Background: an optimization exercise with open tools, aiming at small area and a short achievable clock period. Do not read the settings as production practice.
In this exercise RTL edits were held to simulation tests only and were not proved equivalent to the original.
No activity file was given, so power comes from the tool's default toggle rates.

$ cat flow/config.mk
export PLATFORM = sky130hd
export DESIGN_NAME = Top_Phase1
export DESIGN_NICKNAME = Top_Phase1
export VERILOG_FILES = /design/flow/design.v
export SDC_FILE = /design/flow/constraint.sdc
export NUM_CORES = 4
export LEC_CHECK = 0
export CAP_MARGIN = 20
export CORE_MARGIN = 2
export CORE_UTILIZATION = 45
export CTS_CLUSTER_DIAMETER = 100
export CTS_CLUSTER_SIZE = 20
export SETUP_SLACK_MARGIN = 5
export SLEW_MARGIN = 20
export TNS_END_PERCENT = 5
$ cat flow/design.v
`timescale 1ns / 1ps
module Instruction_Fetch( clk,
                          reset,
                          pc
                        );
    input clk;
    input reset;
    output [31:0] pc;
    reg [31:2] pc_q;
    wire [31:2] pfx [0:5];
    assign pfx[0] = pc_q;
    genvar l, i;
    generate
        for (l = 0; l < 5; l = l + 1) begin : lvl
            for (i = 2; i < 32; i = i + 1) begin : bit_
                if (((i - 2) >> l) & 1)
                    assign pfx[l+1][i] = pfx[l][i] & pfx[l][((((i - 2) >> l) << l) - 1) + 2];
                else
                    assign pfx[l+1][i] = pfx[l][i];
            end
        end
    endgenerate
    wire [31:2] carry = {pfx[5][30:2], 1'b1};
    always @(posedge clk or posedge reset) begin
        if (reset)
            pc_q <= 30'd0;
        else
            pc_q <= pc_q ^ carry;
    end
    assign pc = {pc_q, 2'b00};
endmodule
`timescale 1ns / 1ps
module Instruction_decode( instruction,
                           rs1,
                           rs2,
                           rd,
                           is_imm,
                           inv,
                           sel_add,
                           sel_slt,
                           sel_sltu,
                           sel_xor,
                           sel_or,
                           sel_and,
                           sel_sll,
                           sel_sr,
                           arith,
                           imm
                        );
    input [31:0] instruction;
    output [4:0] rs1;
    output [4:0] rs2;
    output [4:0] rd;
    output is_imm;                       
    output inv;                          
    output sel_add, sel_slt, sel_sltu, sel_xor, sel_or, sel_and, sel_sll, sel_sr;
    output arith;                        
    output [31:0] imm;
    wire [6:0] opcode = instruction[6:0];
    wire [2:0] funct3 = instruction[14:12];
    wire [6:0] funct7 = instruction[31:25];
    assign rd  = instruction[11:7];
    assign rs1 = instruction[19:15];
    assign rs2 = instruction[24:20];
    assign imm = {{20{instruction[31]}}, instruction[31:20]};
    wire op_i = (opcode == 7'b0010011);
    wire op_r = (opcode == 7'b0110011);
    wire f7_0 = (funct7 == 7'b0000000);
    wire f7_s = (funct7 == 7'b0100000);
    wire base = op_i | (op_r & f7_0);    
    assign is_imm   = op_i;
    assign sel_add  = (funct3 == 3'b000) & (op_i | (op_r & (f7_0 | f7_s)));
    assign sel_slt  = (funct3 == 3'b010) & base;
    assign sel_sltu = (funct3 == 3'b011) & base;
    assign sel_xor  = (funct3 == 3'b100) & base;
    assign sel_or   = (funct3 == 3'b110) & base;
    assign sel_and  = (funct3 == 3'b111) & base;
    assign sel_sll  = (funct3 == 3'b001) & base;
    assign sel_sr   = (funct3 == 3'b101) & (op_i | op_r) & (f7_0 | f7_s);
    assign arith    = f7_s;
    assign inv      = ((funct3 == 3'b000) & op_r & f7_s) | sel_slt | sel_sltu;
endmodule
`timescale 1ns / 1ps
module Register_File( clk,
                      rs1,
                      rs2,
                      rd,
                      rd1,
                      rd2,
                      wd
                    );
    input clk;
    input [4:0] rs1;
    input [4:0] rs2;
    input [4:0] rd;                                                          
    input [31:0] wd;
    output reg [31:0] rd1;
    output reg [31:0] rd2;
    wire [32*32-1:0] q;
    assign q[31:0] = 32'd0;
    genvar g;
    generate
        for (g = 1; g < 32; g = g + 1) begin : x
            reg [31:0] r;
            always @(posedge clk)
                if (rd == g)
                    r <= wd;
            assign q[32*g +: 32] = r;
        end
    endgenerate
    integer k;
    always @(*) begin
        rd1 = 32'd0;
        rd2 = 32'd0;
        for (k = 1; k < 32; k = k + 1) begin
            rd1 = rd1 | ({32{rs1 == k}} & q[32*k +: 32]);
            rd2 = rd2 | ({32{rs2 == k}} & q[32*k +: 32]);
        end
    end
endmodule
`timescale 1ns / 1ps
module Execution_Unit_ALU( clk,
                           op1,
                           op2,
                           inv,
                           sel_add,
                           sel_slt,
                           sel_sltu,
                           sel_xor,
                           sel_or,
                           sel_and,
                           sel_sll,
                           sel_sr,
                           arith,
                           result
                         );
    input clk;
    input [31:0] op1;
    input [31:0] op2;
    input inv;
    input sel_add, sel_slt, sel_sltu, sel_xor, sel_or, sel_and, sel_sll, sel_sr;
    input arith;                         
    output reg [31:0] result;
    wire [31:0] b = op2 ^ {32{inv}};
    wire [31:0] lg = ({32{sel_xor}} & (op1 ^ op2))
                   | ({32{sel_or}}  & (op1 | op2))
                   | ({32{sel_and}} & (op1 & op2));
    wire [9:0] s_b0 = {1'b0, op1[7:0], 1'b1} + {1'b0, b[7:0], inv};
    wire [8:0] s0 [1:3];
    wire [9:0] s1 [1:3];
    genvar gb;
    generate
        for (gb = 1; gb < 4; gb = gb + 1) begin : blk
            assign s0[gb] = {1'b0, op1[8*gb +: 8]} + {1'b0, b[8*gb +: 8]};
            assign s1[gb] = {1'b0, op1[8*gb +: 8], 1'b1} + {1'b0, b[8*gb +: 8], 1'b1};
        end
    endgenerate
    wire sx = op1[31] ^ b[31];
    wire [4:0] shamt = op2[4:0];
    wire fill = sel_sr & arith & op1[31];
    reg [31:0] x, t1;
    integer i, k;
    always @(*) begin
        for (i = 0; i < 32; i = i + 1)
            x[i] = sel_sll ? op1[31 - i] : op1[i];
        for (i = 0; i < 32; i = i + 1) begin
            t1[i] = 1'b0;
            for (k = 0; k < 4; k = k + 1)
                t1[i] = t1[i] | ((shamt[1:0] == k) & ((i + k < 32) ? x[i + k] : fill));
        end
    end
    reg [7:0]  r0_q;                     
    reg [23:0] r_c0_q, r_c1_q;           
    reg c8_q;                            
    reg [3:1] co0_q, co1_q;              
    reg cmp1_q, cmp0_q;                  
    reg [31:0] sh1_q;
    reg [7:0] hr_q, hl_q;                
    reg fill_q;
    integer j;
    always @(posedge clk) begin
        r0_q   <= sel_add ? s_b0[8:1] : lg[7:0];
        for (j = 1; j < 4; j = j + 1) begin
            r_c0_q[8*(j-1) +: 8] <= sel_add ? s0[j][7:0] : lg[8*j +: 8];
            r_c1_q[8*(j-1) +: 8] <= sel_add ? s1[j][8:1] : lg[8*j +: 8];
            co0_q[j] <= s0[j][8];
            co1_q[j] <= s1[j][9];
        end
        c8_q   <= s_b0[9];
        cmp1_q <= sel_slt & !sx;
        cmp0_q <= (sel_slt & sx) | sel_sltu;
        sh1_q  <= t1;
        fill_q <= fill;
        for (j = 0; j < 8; j = j + 1) begin
            hr_q[j] <= sel_sr  & (shamt[4:2] == j);
            hl_q[j] <= sel_sll & (shamt[4:2] == j);
        end
    end
    wire c16  = co0_q[1] | (co1_q[1] & c8_q);
    wire c24  = co0_q[2] | (co1_q[2] & c16);
    wire cout = co0_q[3] | (co1_q[3] & c24);
    wire cmp  = cout ? cmp1_q : cmp0_q;
    wire [31:0] ao = { c24 ? r_c1_q[23:16] : r_c0_q[23:16],
                       c16 ? r_c1_q[15:8]  : r_c0_q[15:8],
                       c8_q ? r_c1_q[7:0]  : r_c0_q[7:0],
                       r0_q[7:1], r0_q[0] | cmp };
    always @(*) begin
        for (i = 0; i < 32; i = i + 1) begin
            result[i] = ao[i];
            for (k = 0; k < 8; k = k + 1) begin
                result[i] = result[i]
                          | (hr_q[k] & ((i + 4*k < 32) ? sh1_q[i + 4*k] : fill_q))
                          | (hl_q[k] & ((31 - i + 4*k < 32) ? sh1_q[31 - i + 4*k] : 1'b0));
            end
        end
    end
endmodule
`timescale 1ns / 1ps
module Top_Phase1( clk,
            reset,
            imem_data,
            pc,
            wb_rd,
            wb_data
    );
    input clk;
    input reset;
    input [31:0] imem_data;                                              
    output [31:0] pc;                                                    
    output [4:0] wb_rd;                                                  
    output [31:0] wb_data;                                               
    Instruction_Fetch IF( .clk(clk),
                          .reset(reset),
                          .pc(pc)
                        );
    wire [4:0] n_rs1, n_rs2, n_rd;
    wire n_is_imm, n_inv;
    wire n_add, n_slt, n_sltu, n_xor, n_or, n_and, n_sll, n_sr, n_arith;
    wire [31:0] n_imm;
    Instruction_decode ID( .instruction(imem_data),
                           .rs1(n_rs1),
                           .rs2(n_rs2),
                           .rd(n_rd),
                           .is_imm(n_is_imm),
                           .inv(n_inv),
                           .sel_add(n_add),
                           .sel_slt(n_slt),
                           .sel_sltu(n_sltu),
                           .sel_xor(n_xor),
                           .sel_or(n_or),
                           .sel_and(n_and),
                           .sel_sll(n_sll),
                           .sel_sr(n_sr),
                           .arith(n_arith),
                           .imm(n_imm)
                         );
    reg [4:0] rd_q;                                                      
    wire [31:0] alu_result;                                              
    wire [31:0] rf1, rf2;
    Register_File RF( .clk(clk),
                      .rs1(n_rs1),
                      .rs2(n_rs2),
                      .rd(rd_q),
                      .rd1(rf1),
                      .rd2(rf2),
                      .wd(alu_result)
                    );
    wire byp1 = (rd_q != 5'd0) && (n_rs1 == rd_q);
    wire byp2 = (rd_q != 5'd0) && (n_rs2 == rd_q);
    wire [31:0] op1 = byp1 ? alu_result : rf1;
    wire [31:0] op2 = n_is_imm ? n_imm : (byp2 ? alu_result : rf2);
    Execution_Unit_ALU ALU( .clk(clk),
                            .op1(op1),
                            .op2(op2),
                            .inv(n_inv),
                            .sel_add(n_add),
                            .sel_slt(n_slt),
                            .sel_sltu(n_sltu),
                            .sel_xor(n_xor),
                            .sel_or(n_or),
                            .sel_and(n_and),
                            .sel_sll(n_sll),
                            .sel_sr(n_sr),
                            .arith(n_arith),
                            .result(alu_result)
                          );
    always @(posedge clk or posedge reset) begin
        if (reset)
            rd_q <= 5'd0;
        else
            rd_q <= n_rd;
    end
    assign wb_rd   = rd_q;
    assign wb_data = alu_result;
endmodule
$ cat flow/constraint.sdc
create_clock -name core_clock -period 10.0 [get_ports {clk}]
set_input_delay 2.0000 -clock core_clock [delete_from_list [all_inputs] [get_ports {clk}]]
set_output_delay 2.0000 -clock core_clock [all_outputs]
set_load 0.01 [all_outputs]
$ cat flow/run.sh
#!/bin/bash
# synth_recipe.tcl (not shown) runs the flow's synth.tcl, then flattens the netlist and writes it again
# the make line also repeats each setting of config.mk as NAME=value (left out here)
make -C /OpenROAD-flow-scripts/flow DESIGN_CONFIG=/design/flow/config.mk WORK_HOME=/design/flow/orfs CLKGATE_MAP_FILE= SYNTH_SCRIPT=/design/flow/synth_recipe.tcl finish
==> results of run 1 <==
-- critical path: stages --
cell and delay (ps):
buf_4 180, nor3b_2 170, buf_6 180, and2_2 520, a2111oi_2 520, nand4_1 180, or4_1 660, o21a_1 260
ha_4 210, a21o_1 190, a21o_1 180, a21oi_2 200, o21ai_2 90, xnor2_1 150, o21ai_1 60
-- layout by cell type (no fill, tap or decap), types with 16 or more instances in the layout --
master           count
nor2_4              65
mux2_2              34
inv_1               87
a22o_1              25
nor3_1              56
nor4_1              22
and2_4              28
clkbuf_16           70
dfxtp_1            102
nor3_2              21
mux2i_1             85
o21ai_1             17
ha_1                91
nand4_1            121
buf_6               52
o21ai_0             81
edfxtp_1           992
buf_4              353
dfrtp_1             35
a221oi_1            33
a31oi_1             27
a21o_1              21
a31oi_4             22
clkbuf_1            27
xor2_1              34
nand2_1            303
nor2_1             107
clkdlybuf4s50_1     83
a222oi_1            81
a21oi_1             35
xnor2_1             69
nand3_1            181
a21oi_2             16
buf_12              66
a22oi_1            879
and3_1              48
-- logic make-up (layout without fill, tap and decap cells) --
group,after synthesis,count (layout),share of synthesized area [%]
AOI/OAI and AO/OA,1343,1343,18.5
DFF,1141,1141,61.1
and+or+nand+nor,1091,1093,10.0
buffers and inverters,448,787,3.44
muxes,128,128,2.47
xor gates and xnor gates,111,111,1.80
adders and majority gates,110,110,2.64
other,1,15,0.00695
-- flip-flops by register name, indices dropped and copies added, names as in the netlist --
| register | flops |
|---|---|
| ALU.fill_q | 1 |
| ALU.r_c1_q | 24 |
| ALU.hl_q | 8 |
| ALU.hr_q | 8 |
| ALU.c8_q | 1 |
| RF.x.r | 992 |
| rd_q | 5 |
| ALU.cmp0_q | 1 |
| ALU.sh1_q | 32 |
| IF.pc_q | 30 |
| ALU.r_c0_q | 24 |
| ALU.co1_q | 3 |
| ALU.r0_q | 8 |
| ALU.cmp1_q | 1 |
| ALU.co0_q | 3 |
-- power by group through the flow --
stage / registers [W] / logic [W] / clock network [W]
3_3_place_gp: 0.00550 / 0.00137 / 0
4_1_cts: 0.00539 / 0.00159 / 0.00291
3_5_place_dp: 0.00549 / 0.00138 / 0
6_report: 0.00541 / 0.00174 / 0.00295
5_1_grt: 0.00541 / 0.00182 / 0.00308
2_1_floorplan: 0.00536 / 0.000969 / 0
-- layout make-up --
| type | count | area (um2) | share of cell area, % |
|---|---|---|---|
| sequential | 1141 | 33000 | 51.1 |
| multi-input combinational | 2787 | 21200 | 32.9 |
| timing repair buffer | 589 | 6060 | 9.39 |
| tap | 1600 | 2000 | 3.10 |
| clock buffer | 95 | 1800 | 2.80 |
| inverter | 95 | 359 | 0.557 |
| clock inverter | 8 | 91.3 | 0.142 |
| antenna | 13 | 32.5 | 0.0504 |
-- per-layer routing --
metal | routed length (um) | vias up
met4 | 28200 | 28
li1 | - | 18000
met2 | 107000 | 5524
met3 | 48700 | 1859
met1 | 87300 | 23100
met5 | 634 | -
-- through the flow --
step	instances	utilization, %	setup slack (ps)	power [W]	hold slack (ps)
4_1_cts	6261	53.6	4760	0.00989	462
3_5_place_dp	5933	48.8	2620	0.00687	449
2_1_floorplan	4374	-	4860	0.00633	482
6_report	6328	54.5	4780	0.0101	460
5_1_grt	6316	54.5	4730	0.0103	490
3_3_place_gp	5933	48.8	2600	0.00686	445
-- what timing repair did --
action,in CTS,in global routing
cloned,12,3
gates resized for setup,388,122
pin swaps,122,87
buffers inserted,213,49
setup endpoints to repair,143,83
-- worst paths after layout --
path                            endpoint  slack [ps]  cells after the start
setup / recovery           ALU.r_c1_q[7]        4780                     15
hold / removal                IF.pc_q[2]         460                      1
setup reg to reg                ALU.c8_q        5300                     12
hold reg to reg               IF.pc_q[2]         460                      1
max in group asynchronous    IF.pc_q[26]        7920                      3
min in group asynchronous        rd_q[3]        1710                      3
-- synth_stat cells, drive strengths merged (11+ instances only) --
library cell  count  area [um2]
edfxtp          992       29800
a22oi           888        6670
nand2           307        1150
clkbuf          198         747
nand3           188         941
nor2            175         657
buf             155         752
nand4           121         757
dfxtp           114        2280
ha              104        1300
o21ai           102         514
inv              95         357
mux2i            89         895
a222oi           81         811
nor3             79         395
xnor2            77         674
a21oi            63         330
a31oi            59         369
and3             55         349
and2             41         257
a221oi           40         350
mux2             39         439
dfrtp            35         876
xor2             34         298
nor4             29         181
a22o             25         219
a21o             23         173
nand2b           17         106
a2111oi          15         131
nor3b            13         113
nor2b            11        68.8
==> results by group, run 1 <==
Status
  – Outcome: complete, no violations

Floorplanning
  – # IOs: 103
  – Die footprint: 123000 um2
  – Die span in y: 350 um
  – Core area: about 120000 um2
  – Initial Util: approximately 46%
  – Row cnt: 126
  – Chip width: 350 um

GRT
  – Met2 Usage GRT: 60.2%
  – Overall global routing resource usage: 43.1%
  – Number of global-route vias before repair: 44700
  – Met3 Use GR: roughly a fifth
  – Met1 usage: 51.7%
  – GR peak layer: met2
  – Pin count of the biggest net entering global routing: 70
  – GRT Residual Overflow: 0
  – Global-route wire length before repair: ~360000 um
  – Initial antenna violation count: 19

STA
  – Fin. max-slew vios: 0
  – Relative slew slack: 21.7%
  – Fin crit share: 52.2%
  – Fmax: 0.191 GHz
  – RSZ-0062 raised after global routing: yes
  – Hold Violations, Final: 0
  – Skew final: 64.5 ps
  – Fin Setup TNS: 0 ps
  – Period minus WS final: 5220 ps
  – Worst Tran Pin Value: 1170 ps
  – Finish-stage setup viols: 0

Place
  – Post-DP Area: around 58000 um2
  – IO Port Bufs: 100
  – Post-DP HPWL: between 150000 and 200000 um
  – Routability cong.: 1.00

Drt
  – Vias: 48500
  – Total wire length: 272000 um
  – DR WL/cell: 43.0 um
  – Detailed Routing Iterations Pass 1: 14
  – Routed Antenna Nets: 0
  – First DRT Iteration DRCs: 11400
  – Via-to-Cell Ratio: 7.67
  – DR DRC count: 0

Worst setup path
  – Crit path kind: primary input to flop
  – Critical path startpoint category: primary input
  – R2r startpoint: rd_q[4]
  – Crit path from: imem_data[17]
  – Crit. End Element: flop
  – Critical path fanouts, max: 17
  – Required @ worst endpoint: 10560 ps
  – Critical path arrival: 5790 ps

Yosys
  – Register area share after synthesis: 61.1%
  – Ys async rst share: about 3.1%
  – Post-synth EDFFs: 992
  – Post-synth top flop: edfxtp_1
  – Ys Warns: 4
  – Cell count after synthesis: 4373
  – Synth cell types: 77
  – Post-Syn Area: between 50000 and 60000 um2
  – Yosys reg bits: between 1000 and 1500
  – Syn avg cell area: 12.3 um2

Hold path
  – HP Class: flop to flop
  – Min-delay src: IF.pc_q[2]

Layout
  – Final non-filler cell area: 64500 um2
  – Total of fill cells in the finished design: 9777
  – Area grow syn2layout: 19.6%
  – Nets: 4825
  – Share of layout cells above drive strength 1: between 20% and 30%

Pwr
  – Sequential group share of total power: 53.5%
  – Worst vdd ir: ~0.00013 V
  – LEAKAGE: 22.7 nW
  – Switching fraction of total power: 28.9%
  – Logic gate share of total power: 17.3%
  – Clock Power Share: 29.2%
  – Internal cell power: 0.00718 W
  – PD cells: 157 nW/um2
  – Sw Pwr: between 0.002 and 0.003 W

Clocking
  – CTS Hold Bufs: 0
  – CTS Root Buffer Type: clkbuf_16
  – Clock sink count: 1141
  – Htree depth: 3
  – Deepest clock path buffer count: 3
  – CTS tree: yes
  – Later-pin clock latency in the skew report: 720 ps
  – CTS buffer count: 67
  – Clock-pin slew on the worst setup and hold paths: 80 ps

Flow run
  – Max-Cap Viols: 0
==> run 2, diff against run 1 <==
--- a/flow/config.mk
+++ b/flow/config.mk
@@ -6,10 +6,11 @@
 export NUM_CORES = 4
 export LEC_CHECK = 0
-export CAP_MARGIN = 20
+export CAP_MARGIN = 30
 export CORE_MARGIN = 2
-export CORE_UTILIZATION = 45
+export CORE_UTILIZATION = 40
 export CTS_CLUSTER_DIAMETER = 100
 export CTS_CLUSTER_SIZE = 20
+export PLACE_DENSITY = 0.75
 export SETUP_SLACK_MARGIN = 5
-export SLEW_MARGIN = 20
+export SLEW_MARGIN = 30
 export TNS_END_PERCENT = 5
==> run 2 against run 1 <==
Still clean on timing, DRC and antenna. Synthesized cell count unchanged. Total power up 0.15%. Routed wire length down 1.1%. Core utilization down 6.5 points. Clock power about the same. Worst hold slack worse by 8.2 ps. Sequential share of layout area up 0.32 points. Die area up 12%. Maximum frequency down 3.1%. Largest cell class unchanged. Largest power group unchanged.
==> results by group, run 2 <==
Status
  – Outcome: complete, no violations

STA
  – Final setup margin: 4610 ps (-168 ps)
  – RSZ-0062 raised after global routing: yes
  – Skew final: 51.5 ps (-13.0 ps)
  – Worst Tran Pin Value: 1170 ps (-4.54 ps)
  – Period minus WS final: 5390 ps (+168 ps)
  – Fmax: 0.185 GHz (-3.1%)
  – Fin Setup TNS: 0 ps (unchanged)
  – Hold Violations, Final: 0 (unchanged)
  – Fin. max-slew vios: 0 (unchanged)
  – Fin crit share: 53.9% (+1.7 points)
  – Finish-stage setup viols: 0 (unchanged)
  – Relative slew slack: 22.2% (+0.49 points)

Layout
  – Final core utilization: 48.0% (-6.5 points)
  – Commonest non-fill, non-tap cell in the layout: edfxtp_1
  – Total of fill cells in the finished design: 11400 (+17%)
  – Area of the multi-input gates: 21000 um2 (-0.70%)
  – Commonest non-fill, non-tap cells in the layout: edfxtp_1, a22oi_1, buf_4
  – Top reg by flops: RF.x.r
  – Nets: 4804 (-0.44%)
  – Max FFs per register: 992 (unchanged)
  – Area grow syn2layout: 18.9%
  – Share of layout cells above drive strength 1: 19.3% (-0.81 points)
  – Biggest regs: RF.x.r (992), ALU.sh1_q (32), IF.pc_q (30)
  – Storage cell area: 33000 um2 (about the same)

Floorplanning
  – Chip width: 371 um (+6.0%)
  – Initial Util: 40.4% (-5.2 points)
  – Row cnt: 134 (+6.3%)
  – Die footprint: 138000 um2 (+12%)
  – # IOs: 103 (unchanged)
  – Core area: 134000 um2 (+13%)
  – Die span in y: 371 um (+6.0%)

Worst setup path
  – Crit. End Element: flop
  – Critical path fanouts, max: 10 (-7)
  – Critical path arrival: 5970 ps (+180 ps)
  – Crit path kind: primary input to flop
  – Critical path startpoint category: primary input
  – Required @ worst endpoint: 10580 ps (+20 ps)
  – Crit path from: imem_data[20]
  – R2r startpoint: rd_q[4]
  – Worst R2R Setup Slack: 5390 ps (+90 ps)

Clocking
  – CTS buffer count: 67 (unchanged)
  – Deepest clock path buffer count: 3 (unchanged)
  – Htree depth: 3 (unchanged)
  – CTS tree: yes
  – Later-pin clock latency in the skew report: 720 ps (about the same)
  – CTS Root Buffer Type: clkbuf_16
  – Clock sink count: 1141 (unchanged)
  – CTS Hold Bufs: 0 (unchanged)
  – Clock-pin slew on the worst setup and hold paths: 80 ps (about the same)

Yosys
  – Ys Warns: 4 (unchanged)
  – Most numerous cell in the Yosys netlist: edfxtp_1
  – Post-synth top flop: edfxtp_1
  – Syn avg cell area: 12.3 um2 (unchanged)
  – Synth cell types: 77 (unchanged)
  – Synth area leader: edfxtp_1
  – Cell count after synthesis: 4373 (unchanged)
  – Synth area leaders: edfxtp_1, a22oi_1, dfxtp_1
  – Post-synth top area share: 55.2% (unchanged)
  – Ys async rst share: 3.07% (unchanged)
  – Post-Syn Area: 53900 um2 (unchanged)
  – Top post-synthesis cells by count: edfxtp_1, a22oi_1, nand2_1
  – Register area share after synthesis: 61.1% (unchanged)
  – Yosys reg bits: 1141 (unchanged)
  – Post-synth EDFFs: 992 (unchanged)

Place
  – Routability cong.: 1.03 (+2.8%)
  – IO Port Bufs: 100 (unchanged)
  – Dpl ws: 1940 ps (-673 ps)
  – Post-DP HPWL: 148000 um (-3.2%)

Drt
  – DR DRC count: 0 (unchanged)
  – First DRT Iteration DRCs: 13800 (+21%)
  – Detailed Routing Iterations Pass 1: 20 (+6)
  – Total wire length: 269000 um (-1.1%)
  – Vias: 50300 (+3.6%)
  – DR WL/cell: 41.6 um (-3.3%)
  – Routed Antenna Nets: 0 (unchanged)
  – Via-to-Cell Ratio: 7.77 (+1.3%)

GRT
  – Number of global-route vias before repair: 45700 (+2.1%)
  – Initial antenna violation count: 21 (+2)
  – GRT Residual Overflow: 0 (unchanged)
  – Pin count of the biggest net entering global routing: 70 (unchanged)
  – Global-route wire length before repair: 361000 um (-0.98%)
  – Overall global routing resource usage: 37.6% (-5.5 points)

Hold path
  – HP Class: flop to flop
  – Min-delay src: IF.pc_q[2]

Flow run
  – Max-Cap Viols: 0 (unchanged)

Pwr
  – LEAKAGE: 22.6 nW (-0.66%)
  – PD cells: 158 nW/um2 (+0.80%)
  – Worst vdd ir: 0.000125 V (-3.6%)
## run 2: cell counts after synthesis
Identical to the previous run, type by type.
## run 2: power by group
| group | leakage (nW) | internal (W) | switching [W] |
|---|---|---|---|
| Sequential | 10.2 | 0.00521 | 0.000191 |
| Clock | 0.945 | 0.00134 | 0.00162 |
| Combinational | 11.4 | 0.000679 | 0.00107 |
| Total | 22.6 | 0.00723 | 0.00289 |
## run 2: final cells by class
| class | count | share of cell area (%) |
|---|---|---|
| flip-flops and latches | 1141 | 51.4 |
| repair inverters | 1 | 0.00781 |
| multi-input cells | 2786 | 32.8 |
| clock buffers | 97 | 3.01 |
| inverters | 95 | 0.562 |
| well taps | 1768 | 3.45 |
| repair buffers | 568 | 8.61 |
| diodes | 18 | 0.0703 |
| clock inverters | 2 | 0.0332 |
## run 2: final timing paths
check                              end  cells past startpoint
max                           ALU.c8_q                     22
min                         IF.pc_q[2]                      1
max reg2reg                   ALU.c8_q                     14
min reg2reg                 IF.pc_q[2]                      1
max in group asynchronous  IF.pc_q[26]                      3
min in group asynchronous  IF.pc_q[20]                      3
## run 2: stage by stage
step	hold WS, ps	std cells	instance area (um2)	total power, W
6_report	452	6476	64100	0.0101
5_1_grt	481	6461	64100	0.0103
4_1_cts	460	6405	63100	0.00984
3_5_place_dp	448	6102	58000	0.00687
3_3_place_gp	439	6102	58000	0.00685
2_1_floorplan	482	4374	54400	0.00633
## run 2: critical path, cell delays in order
cell and delay [ps]:
clkdlybuf4s15_2 200, buf_12 150, buf_12 130, nand2b_4 120, buf_6 130, nor2_4 40, buf_12 160, buf_4 140
buf_4 150, buf_6 170, a22oi_1 200, nand3_1 170, nor4_4 310, a211oi_2 130, a21oi_2 290, xnor2_1 130
ha_1 330, a21o_1 230, a2111oi_4 340, nor3_2 110, a21o_1 170, a21o_1 140
## run 2: kinds of logic (layout without fill, tap and decap cells)
family / count (synthesis) / count (layout) / share of synthesized area, %
mux: 128 / 128 / 2.47
buf+inv: 448 / 763 / 3.44
compound gates: 1343 / 1343 / 18.5
other cells: 1 / 20 / 0.00695
fa+ha+maj: 110 / 110 / 2.64
xor+xnor: 111 / 111 / 1.80
simple gates: 1091 / 1092 / 10.0
flops: 1141 / 1141 / 61.1
## run 2: metal layers
metal | global-route usage (%) | share of wire (%) | vias up
met5 | 2.76 | 0.43 | -
met4 | 29.1 | 12 | 35
met3 | 24.3 | 21 | 2461
met2 | 50.3 | 38 | 6459
met1 | 41.9 | 30 | 23300
li1 | - | - | 18000
## run 2: what timing repair did
item,in CTS,in global routing
gates resized for setup,302,90
buffers inserted,192,52
gates cloned,12,0
pin swaps,89,78
endpoints found under the hold margin,0,0
setup endpoints to repair,137,82

## port drivers added, routing unchanged
The results above use ideal ports. As a check the final layouts listed here were re-extracted and re-timed, cells and wires unchanged.
Step 1, drivers: a clkbuf_16 drives clk and a buf_2 each remaining input, both assumed.
Step 2 times the ports against the registers' clock, not the clock port: input delays grow and output delays shrink by t, the midpoint of the rising clock arrivals with the driver on.
Three values: no drivers, after step 1, after step 2; two values: the first two.
run	shift t [ns]	setup WS [ns]	worst hold slack (ns)	slew at the worst register clock pin (ns)	pins driven straight from the clock port
run 1	0.766	4.776 / 4.717 / 4.002	0.460 / 0.460 / 0.460	0.10 / 0.10	1
run 2	0.777	4.608 / 4.644 / 3.867	0.452 / 0.452 / 0.452	0.10 / 0.10	1
After both steps every run listed still meets setup and hold. For run 1, which loses most, drivers alone change the setup slack by -0.059 ns; drivers and shift together by -0.774 ns.
